Context: an optimization exercise on an open-source flow, tuned for small area. The choices shown serve that exercise and are no tape-out recipe. The RTL was checked by simulation tests, not by an equivalence proof against the original design.

==> job 628: inputs <==
==> flow/design.v <==
module seg_dec(x, y);
	input [3:0] x;
	output reg [7:0] y;
	always @(*)
		case (x)
			4'd0: y = 8'h03;
			4'd1: y = 8'h9f;
			4'd2: y = 8'h25;
			4'd3: y = 8'h0d;
			4'd4: y = 8'h99;
			4'd5: y = 8'h49;
			4'd6: y = 8'h41;
			4'd7: y = 8'h1f;
			4'd8: y = 8'h01;
			default: y = 8'h09;
		endcase
endmodule
module digital_clock(clk, rst, tick_sec, tick_scan, select, y);
	input clk, rst, tick_sec, tick_scan;
	output [7:0] select;
	output [7:0] y;
	reg [3:0] s0, m0, h0;
	reg [2:0] s1, m1;
	reg [1:0] h1;
	reg [2:0] flag;
	wire s0w = s0[3] & s0[0];             
	wire s1w = s1[2] & s1[0];             
	wire m0w = m0[3] & m0[0];
	wire m1w = m1[2] & m1[0];
	wire h0w = h0[3] & h0[0];
	wire dw  = h1[1] & h0[1] & h0[0];     
	wire c1 = tick_sec & s0w;
	wire c2 = c1 & s1w;
	wire c3 = c2 & m0w;
	wire c4 = c3 & m1w;
	always @(posedge clk) begin
		if (rst) begin
			s0 <= 0; s1 <= 0; m0 <= 0; m1 <= 0; h0 <= 0; h1 <= 0;
		end else begin
			if (tick_sec) s0 <= s0w ? 4'd0 : s0 + 4'd1;
			if (c1) s1 <= s1w ? 3'd0 : s1 + 3'd1;
			if (c2) m0 <= m0w ? 4'd0 : m0 + 4'd1;
			if (c3) m1 <= m1w ? 3'd0 : m1 + 3'd1;
			if (c4) begin
				h0 <= (h0w | dw) ? 4'd0 : h0 + 4'd1;
				h1 <= dw ? 2'd0 : h0w ? h1 + 2'd1 : h1;
			end
		end
	end
	always @(posedge clk) begin
		if (rst) flag <= 0;
		else if (tick_scan) flag <= (flag[2] & flag[0]) ? 3'd0 : flag + 3'd1;
	end
	reg [3:0] d;
	reg [7:0] sel;
	always @(*) begin
		case (flag)
			3'd0: begin d = s0; sel = 8'b1111_1110; end
			3'd1: begin d = {1'b0, s1}; sel = 8'b1111_1101; end
			3'd2: begin d = m0; sel = 8'b1111_1011; end
			3'd3: begin d = {1'b0, m1}; sel = 8'b1111_0111; end
			3'd4: begin d = h0; sel = 8'b1110_1111; end
			default: begin d = {2'b0, h1}; sel = 8'b1101_1111; end
		endcase
	end
	assign select = sel;
	seg_dec u(d, y);
endmodule
==> flow/run.sh <==
#!/bin/bash
# synth_recipe.tcl (not shown) runs the flow's synth.tcl, then flattens the netlist and writes it again
# the make line also repeats each setting of config.mk as NAME=value (left out here)
make -C /OpenROAD-flow-scripts/flow DESIGN_CONFIG=/design/flow/config.mk WORK_HOME=/design/flow/orfs CLKGATE_MAP_FILE= SYNTH_SCRIPT=/design/flow/synth_recipe.tcl finish
==> flow/config.mk <==
export PLATFORM = sky130hd
export DESIGN_NAME = digital_clock
export DESIGN_NICKNAME = digital_clock
export VERILOG_FILES = /design/flow/design.v
export SDC_FILE = /design/flow/constraint.sdc
export NUM_CORES = 4
export LEC_CHECK = 0
export ABC_AREA = 1
export CAP_MARGIN = 20
export CORE_MARGIN = 2
export CORE_UTILIZATION = 40
export SLEW_MARGIN = 20
==> flow/constraint.sdc <==
create_clock -name core_clock -period 50.0 [get_ports {clk}]
set_input_delay 10.0000 -clock core_clock [delete_from_list [all_inputs] [get_ports {clk}]]
set_output_delay 10.0000 -clock core_clock [all_outputs]
set_load 0.01 [all_outputs]
==> job 8915 (differences from job 628) <==
==> flow/design.v, changed modules only <==
module seg_dec(d, y);
	input [3:0] d;
	output [7:0] y;
	assign y[7] = (~d[3] & ~d[2] & ~d[1] & d[0]) | (d[2] & ~d[1] & ~d[0]);
	assign y[6] = d[2] & (d[1] ^ d[0]);
	assign y[5] = ~d[2] & d[1] & ~d[0];
	assign y[4] = (~d[3] & ~d[2] & ~d[1] & d[0]) | (d[2] & ~d[1] & ~d[0]) | (d[2] & d[1] & d[0]);
	assign y[3] = d[0] | (d[2] & ~d[1]);
	assign y[2] = (d[1] & d[0]) | (~d[2] & d[1]) | (~d[3] & ~d[2] & d[0]);
	assign y[1] = (~d[3] & ~d[2] & ~d[1]) | (d[2] & d[1] & d[0]);
	assign y[0] = 1'b1;
endmodule
module cnt10(clk, r, e, q, co);
	input clk, r, e;
	output reg [3:0] q;
	output co;
	wire t = e & q[0];
	assign co = t & q[3];
	always @(posedge clk) begin
		q[0] <= ~r & (q[0] ^ e);
		q[1] <= ~r & (t ? ~(q[1] | q[3]) : q[1]);
		q[2] <= ~r & (t ? (q[2] ^ q[1]) : q[2]);
		q[3] <= ~r & (t ? (q[2] & q[1]) : q[3]);
	end
endmodule
module cnt6(clk, r, e, q, co);
	input clk, r, e;
	output reg [2:0] q;
	output co;
	wire t = e & q[0];
	assign co = t & q[2];
	always @(posedge clk) begin
		q[0] <= ~r & (q[0] ^ e);
		q[1] <= ~r & (t ? ~(q[1] | q[2]) : q[1]);
		q[2] <= ~r & (t ? q[1] : q[2]);
	end
endmodule
module digital_clock(clk, rst, tick_sec, tick_scan, select, y);
	input clk, rst, tick_sec, tick_scan;
	output [7:0] select;
	output [7:0] y;
	wire [3:0] s0, m0;
	wire [2:0] s1, m1;
	wire c1, c2, c3, c4;
	cnt10 us(clk, rst, tick_sec, s0, c1);
	cnt6  ts(clk, rst, c1, s1, c2);
	cnt10 um(clk, rst, c2, m0, c3);
	cnt6  tm(clk, rst, c3, m1, c4);
	reg [3:0] h0;
	reg [1:0] h1;
	wire t = c4 & h0[0];
	always @(posedge clk) begin
		h0[0] <= ~rst & (h0[0] ^ c4);
		h0[1] <= ~rst & (t ? ~(h0[1] | h0[3]) : h0[1]);
		h0[2] <= ~rst & (t ? (h0[2] ^ h0[1]) & ~h1[1] : h0[2]);
		h0[3] <= ~rst & (t ? (h0[2] & h0[1]) : h0[3]);
		h1[0] <= ~rst & ((t & h0[3]) ? ~h1[0] : h1[0]);
		h1[1] <= ~rst & (t ? ((h0[3] & h1[0]) | (h1[1] & ~h0[1])) : h1[1]);
	end
	reg [2:0] j;
	always @(posedge clk) begin
		if (rst) j <= 3'b000;
		else if (tick_scan) j <= {j[1], j[0], ~j[2]};
	end
	wire p0 = ~j[0] & ~j[2];
	wire p1 = j[0] & ~j[1];
	wire p2 = j[1] & ~j[2];
	wire p3 = j[2] & j[0];
	wire p4 = ~j[0] & j[1];
	wire p5 = j[2] & ~j[1];
	assign select = {2'b11, ~p5, ~p4, ~p3, ~p2, ~p1, ~p0};
	wire [3:0] d;
	assign d = ({4{p0}} & s0) | ({4{p1}} & {1'b0, s1}) | ({4{p2}} & m0) |
	           ({4{p3}} & {1'b0, m1}) | ({4{p4}} & h0) | ({4{p5}} & {2'b0, h1});
	seg_dec u(d, y);
endmodule
==> flow/flow/run.sh (new file) <==
#!/bin/bash
# Standard synthesis, then an area re-mapping of its combinational logic
# (flip-flops kept), then the standard layout with buf_1 port buffers.
set -euo pipefail
W=$(pwd)
R=$W/orfs/results/$FLOW_PLATFORM/digital_clock/base
bash standard.sh synth > $W/log_synth.txt 2>&1
cp $R/1_2_yosys.v $W/std_synth.v
export LIB=$FLOW_HOME/platforms/$FLOW_PLATFORM/lib/sky130_fd_sc_hd__tt_025C_1v80.lib
export DONT_USE="$(sed -n '/DONT_USE_CELLS/,/^$/p' $FLOW_HOME/platforms/$FLOW_PLATFORM/config.mk | grep -o 'sky130_fd_sc_hd__[a-z0-9_]*' | tr '\n' ' ')"
export IN_V=$W/std_synth.v OUT_V=$W/resynth.v ABC_SCRIPT=$W/flow/area.abc
yosys -c $W/flow/resynth.tcl > $W/log_resynth.txt 2>&1
cp $W/resynth.v $R/1_2_yosys.v
rm -f $R/1_synth.odb $R/1_synth.sdc
bash standard.sh "BUFFER_PORTS_ARGS=-buffer_cell sky130_fd_sc_hd__buf_1" finish > $W/log_layout.txt 2>&1
==> flow/flow/area.abc (new file) <==
strash
dch -f
amap
==> flow/flow/resynth.tcl (new file) <==
# Re-map the combinational logic of the standard synthesis netlist for area.
# The flip-flops (and tie cells) are kept as they are, with their instance names.
set lib $::env(LIB)
set du {}
foreach c $::env(DONT_USE) { lappend du -dont_use $c }
yosys read_liberty -ignore_miss_func $lib
yosys read_verilog $::env(IN_V)
yosys hierarchy -top $::env(FLOW_TOP)
foreach m {dfxtp_1 dfxtp_2 dfxtp_4 conb_1} {
  catch { yosys setattr -mod -set keep_hierarchy 1 sky130_fd_sc_hd__$m }
}
yosys flatten
yosys opt_clean -purge
yosys abc -liberty $lib {*}$du -script $::env(ABC_SCRIPT)
yosys opt_clean -purge
yosys rename -hide w:*.*
foreach m {dfxtp_1 dfxtp_2 dfxtp_4 conb_1} {
  catch { yosys blackbox sky130_fd_sc_hd__$m }
}
yosys stat -liberty $lib
yosys write_verilog -noattr -selected $::env(OUT_V)
==> flow/standard.sh (new file) <==
#!/bin/bash
# synth_recipe.tcl (not shown) runs the flow's synth.tcl, then flattens the netlist and writes it again
# the make line also repeats each setting of config.mk as NAME=value (left out here)
make -C /OpenROAD-flow-scripts/flow DESIGN_CONFIG=/design/flow/config.mk WORK_HOME=/design/flow/orfs CLKGATE_MAP_FILE= SYNTH_SCRIPT=/design/flow/synth_recipe.tcl "${@:-finish}"
Settings changed: CORE_AREA set to 2 2 68 68, CORE_MARGIN 2 to not set, CORE_UTILIZATION 40 to not set, CTS_BUF_LIST set to sky130_fd_sc_hd__clkbuf_8, DIE_AREA set to 0 0 70 70.
removed: flow/run.sh
==> job 7198 (differences from job 628) <==
==> flow/design.v (replaced) <==
`timescale 1ns / 1ps
module time_count(count, s0, s1, m0, m1, h0, h1);
	input[16:0] count;
	output[3:0] s0, s1, m0, m1, h0, h1;
	reg[3:0] s0, s1, m0, m1, h0, h1;
	always@(*)
		begin
			s0 = (count%60)%10;
			s1 = (count%60-((count%60)%10))/10;
			m0 = (((count-count%60)/60)%60)%10;
			m1 = ((((count-count%60)/60)-((count-count%60)/60)%10)%60)/10;
			h0 = ((count-count%3600)/3600)%10;
			h1 = (((count-count%3600)/3600)-((count-count%3600)/3600)%10)/10;
		end
endmodule
`timescale 1ns / 1ps
module digital_clock(clk, rst, tick_sec, tick_scan, select, y);
	input clk, rst, tick_sec, tick_scan;
	output[7:0] y;
	output[7:0] select;
	reg[16:0] count;
	reg[7:0] select, y;
	wire[3:0] s0, s1, m0, m1, h0, h1;
	always@(posedge clk)
		begin
			if(rst)
				count <= 0;
			else if(tick_sec)
				begin
					if(count != 17'd86399)
						count <= count + 1;
					else count <= 0;
				end
		end
	time_count t(count, s0, s1, m0, m1, h0, h1);
	wire[7:0] y0, y1, y2, y3, y4, y5;
	decoder4_8 d1(s0, y0);
	decoder4_8 d2(s1, y1);
	decoder4_8 d3(m0, y2);
	decoder4_8 d4(m1, y3);
	decoder4_8 d5(h0, y4);
	decoder4_8 d6(h1, y5);
	reg[2:0] flag;
	always@(posedge clk)
		begin
			if(rst)
				flag <= 0;
			else if(tick_scan)
				flag <= (flag+1)%6;
		end
	always@(*)
		begin
			select = 8'b1111_1110;
			y = y0;
			if(flag == 3'd1)
				begin
					select = 8'b1111_1101;
					y = y1;
				end
			if(flag == 3'd2)
				begin
					select = 8'b1111_1011;
					y = y2;
				end
			if(flag == 3'd3)
				begin
					select = 8'b1111_0111;
					y = y3;
				end
			if(flag == 3'd4)
				begin
					select = 8'b1110_1111;
					y = y4;
				end
			if(flag == 3'd5)
				begin
					select = 8'b1101_1111;
					y = y5;
				end
		end
endmodule
module decoder4_8(x, y);
	input[3:0] x;
	output[7:0] y;
	reg[7:0] y;
	always@(*)
		case(x)
			4'd0: y = 8'h03;
			4'd1: y = 8'h9f;
			4'd2: y = 8'h25;
			4'd3: y = 8'h0d;
			4'd4: y = 8'h99;
			4'd5: y = 8'h49;
			4'd6: y = 8'h41;
			4'd7: y = 8'h1f;
			4'd8: y = 8'h01;
			4'd9: y = 8'h09;
			default: y = 8'hff;
		endcase
endmodule
==> qor.csv <==
metric,value,unit
drt-pass1-iter-count,4,
met2_usage,0.1429,
hp-start,tm.q[2],
clock-sinks,23,
wl_per_cell,11.17,um
status,"complete, no violations",
seq_share,0.3747,
grt_max_degree,18,
cp_slowest_cell,a2111oi_0,
reg.largest.list,"h0: 4 flops, um.q: 4 flops, us.q: 4 flops",
slew_headroom,0.3867,
vias,1019,
nNonClkBuffers,17,
That was job 8915.
==> qor.csv <==
metric,value,unit
vias,1378,
largest_class,multi-input gates,
seq_share,0.2568,
finalCritPeriodShare,0.2564,
cp_slowest_cell,clkdlybuf4s50_1,
grt_max_degree,14,
reg.largest.list,"h0: 4 flops, m0: 4 flops, s0: 4 flops",
hp-start,m0[3],
met2_usage,0.2600,
slew_headroom,0.6419,
status,"complete, no violations",
nNonClkBuffers,16,
clock-sinks,23,
That was job 628.
==> qor.csv <==
metric,value,unit
wl_per_cell,11.13,um
reg.largest.list,"count: 17 flops, flag: 3 flops",
clock-sinks,20,
nNonClkBuffers,16,
cp_slowest_cell,dfxtp_1,
grt_max_degree,23,
status,"complete, no violations",
seq_share,0.01825,
met2_usage,0.3185,
drt-pass1-iter-count,5,
vias,20920,
That was job 7198.

-- re-timing with driven ports --
In the flow no input, the clock included, has a driving cell. The finished layouts below were timed again as built, in two steps. Step 1: set_driving_cell puts a clkbuf_16 on clk and a buf_2 on each other input, an assumption about the parent block. Step 2 adds t to the input delays and takes it off the output delays; t is the mean of the earliest and latest rising clock arrival at the registers after step 1. Input paths then give back, and output paths get back, about the clock's delay inside the block. a / b / c = ideal ports / drivers / drivers and shift; a / b = the first two.
| run | t, ns | setup WS [ns] | worst setup path at the end | worst register clock-pin slew, ns | worst data-port slew with drivers (ns) |
|---|---|---|---|---|---|
| job 628 | 0.287 | 37.178 / 37.153 / 37.440 | register to output | 0.08 / 0.08 | 0.03 |
| job 8915 | 0.284 | 37.149 / 37.125 / 37.409 | register to output | 0.08 / 0.08 | 0.03 |
| job 7198 | 0.291 | 6.611 / 6.573 / 6.865 | register to output | 0.07 / 0.07 | 0.10 |
After both steps setup and hold are still met in every run listed.
